Background: an optimization exercise with open tools, aiming at small area, a short achievable clock period and few clock cycles. Do not read the settings as production practice. Only simulation tests tie the RTL to the original design; equivalence was not proved.

## rev 12
## fmultiplier
module fmultiplier(
    input  wire        clk,
    input  wire        rst,
    input  wire        valid,       
    input  wire [31:0] a,
    input  wire [31:0] b,
    output reg  [31:0] z,
    output reg         out_valid    
);
Settings: LEC_CHECK=0, CAP_MARGIN=20, CORE_MARGIN=2, CORE_UTILIZATION=40, PLACE_DENSITY=0.6, SLEW_MARGIN=20; clock period 10.0 ns.
run.sh (not shown) runs the stock make flow with config.mk's settings and CLKGATE_MAP_FILE= SYNTH_SCRIPT=/design/flow/synth_recipe.tcl, a recipe that flattens the netlist after the stock synthesis.
Testbench counts of rev 12, summed over its fixed seeds: cycles 16,000.
The inputs of rev 13 differ from those of rev 12 as listed below.
diff --git a/flow/design.v b/flow/design.v
--- a/flow/design.v
+++ b/flow/design.v
@@ -5,18 +5,23 @@
     input  wire        valid,       
     input  wire [31:0] a,
     input  wire [31:0] b,
     output reg  [31:0] z,
     output reg         out_valid    
 );
-    function automatic [4:0] msb23(input [22:0] x);
+    function automatic [4:0] lz24(input [23:0] x);
         integer i;
+        reg found;
         begin
-            msb23 = 5'd0;
-            for (i = 0; i < 23; i = i + 1)
-                if (x[i]) msb23 = i[4:0];
+            lz24 = 5'd24;
+            found = 1'b0;
+            for (i = 23; i >= 0; i = i - 1)
+                if (!found && x[i]) begin
+                    lz24 = 5'd23 - i[4:0];
+                    found = 1'b1;
+                end
         end
     endfunction
     function automatic [4:0] tz24(input [23:0] x);
         integer i;
         reg found;
         begin
@@ -661,28 +666,26 @@
     wire hs33 = fc261 ^ fs263;
     wire hc33 = fc261 & fs263;
     wire fs264 = ~bn[11] ^ bm12[23] ^ fc263;
     wire fc264 = (~bn[11] & bm12[23]) | (~bn[11] & fc263) | (bm12[23] & fc263);
     wire [47:0] s_row = {hc33, hs33, hc32, hs32, hc31, hs31, hc30, hs30, hc29, hs29, hc28, hs28, hc27, hs27, hc26, hs26, hc25, hs25, hc24, hs24, hc23, hs23, hc22, hc21, hc20, hc19, hc18, hc17, fs71, hc15, hc14, hc13, hc12, hc11, fs29, hc9, hc8, hc7, fs11, hc5, hc4, fs3, hc2, fs0, hc0, bm1[0], bm0[1], bn[0]};
     wire [47:0] c_row = {fs264, fc262, fs262, fc258, fs258, fc252, fs252, fc244, fs244, fc234, fs234, fc222, fs222, fc208, fs208, fc192, fs192, fc174, fs174, fc154, fs154, fc132, fs132, hs22, hs21, hs20, hs19, hs18, hs17, hs16, hs15, hs14, hs13, hs12, hs11, hs10, hs9, hs8, hs7, hs6, hs5, hs4, hs3, hs2, hs1, hs0, 1'b0, bm0[0]};
-    wire [4:0]  ka  = msb23(fa), kb = msb23(fb);    
+    wire [23:0] mn  = a_ez ? ma : mb;
+    wire [4:0]  lzs = lz24(mn);                     
     wire [5:0]  tzs = tz24(ma) + tz24(mb);          
     wire [8:0]  xs  = {1'b0, xa} + {1'b0, xb};
-    wire signed [10:0] u_nn = $signed({2'b00, xs}) - 11'sd128;
-    wire signed [10:0] u_an = $signed({3'b000, xb}) + $signed({6'd0, ka}) - 11'sd150;
-    wire signed [10:0] u_bn = $signed({3'b000, xa}) + $signed({6'd0, kb}) - 11'sd150;
-    wire signed [10:0] u  = a_ez ? u_an : (b_ez ? u_bn : u_nn);
+    wire signed [10:0] u  = $signed({2'b00, xs}) - $signed({6'd0, lzs}) - 11'sd128;
     wire        nrm = ~u[10];                       
-    wire [4:0]  t1  = a_ez ? ka : (b_ez ? kb : 5'd23);    
+    wire [4:0]  t1  = 5'd23 - lzs;                  
     wire signed [10:0] t2 = 11'sd151 - $signed({2'b00, xs});    
-    wire        t2big = (xs < 9'd88);               
-    wire [5:0]  t2c = t2big ? 6'd63 : t2[5:0];
+    wire [5:0]  t2c = (t2 > 11'sd63) ? 6'd63 : t2[5:0];
     wire [5:0]  tsh = nrm ? {1'b0, t1} : t2c;       
     wire [7:0]  e_0 = nrm ? u[7:0] : 8'd0;          
-    wire        st1 = nrm ? (tzs < {1'b0, t1}) : (t2big | (tzs < t2[5:0]));
-    wire        st0 = nrm ? (tzs + 6'd1 < {1'b0, t1}) : (t2big | (tzs + 6'd1 < t2[5:0]));
+    wire [5:0]  tzl = tzs + {1'b0, lzs};
+    wire        st1 = nrm ? (tzl < 6'd23) : ($signed({5'd0, tzs}) < t2);
+    wire        st0 = nrm ? (tzl < 6'd22) : ($signed({5'd0, tzs}) + 11'sd1 < t2);
     wire        ovf_hi = nrm & (u >= 11'sd254);
     wire        ovf_eq = nrm & (u == 11'sd253);
     localparam K = 24;
     wire [K:0]  p_lo = {1'b0, s_row[K-1:0]} + {1'b0, c_row[K-1:0]};
     reg [47:K] r_s, r_c;
     reg [K-1:0] r_plo;
### Flow results
| maximum frequency | rev 13 vs rev 12 | worse |
Rev 12 vs rev 13, slowest stage cell on the critical path: sky130_fd_sc_hd__clkinv_1 vs sky130_fd_sc_hd__a22oi_1
Rev 13 ended up with input pin to flip-flop as its type of the setup path with the least slack; rev 12 ended up with flip-flop to output port.
Detailed-route vias per instance up about 0.5% in rev 13 wrt rev 12
Testbench counts of rev 13, summed over its fixed seeds: cycles 16,000.

==> separate check: timing with driven ports <==
How much do the figures lean on ideal ports? The routed layouts below were timed once more, with nothing changed but the port constraints.
Step 1 (the two cells are an assumption about what drives the block):
set clk [get_ports {clk}]
set_driving_cell -lib_cell sky130_fd_sc_hd__clkbuf_16 $clk
set_driving_cell -lib_cell sky130_fd_sc_hd__buf_2 [delete_from_list [all_inputs] $clk]
Step 2 adds t to the input delays and takes it off the output delays; t is the mean of the earliest and latest rising clock arrival at the registers after step 1. Input paths then give back, and output paths get back, about the clock's delay inside the block.
Slacks: ideal / step 1 / step 2; pairs: ideal / step 1.
| run | shift t [ns] | setup slack, ns | hold slack, ns | slew at the worst register clock pin (ns) | cell pins on the clock port's net |
|---|---|---|---|---|---|
| rev 12 | 0.408 | 1.522 / 1.471 / 1.721 | 1.767 / 1.737 / 2.145 | 0.07 / 0.07 | 1 |
| rev 13 | 0.406 | 1.200 / 1.224 / 0.818 | 1.777 / 1.745 / 2.151 | 0.08 / 0.08 | 1 |
After both steps setup and hold are still met in every run listed. The setup slack of rev 13, which loses most, moves by +0.024 ns with the drivers and by -0.382 ns with both steps.
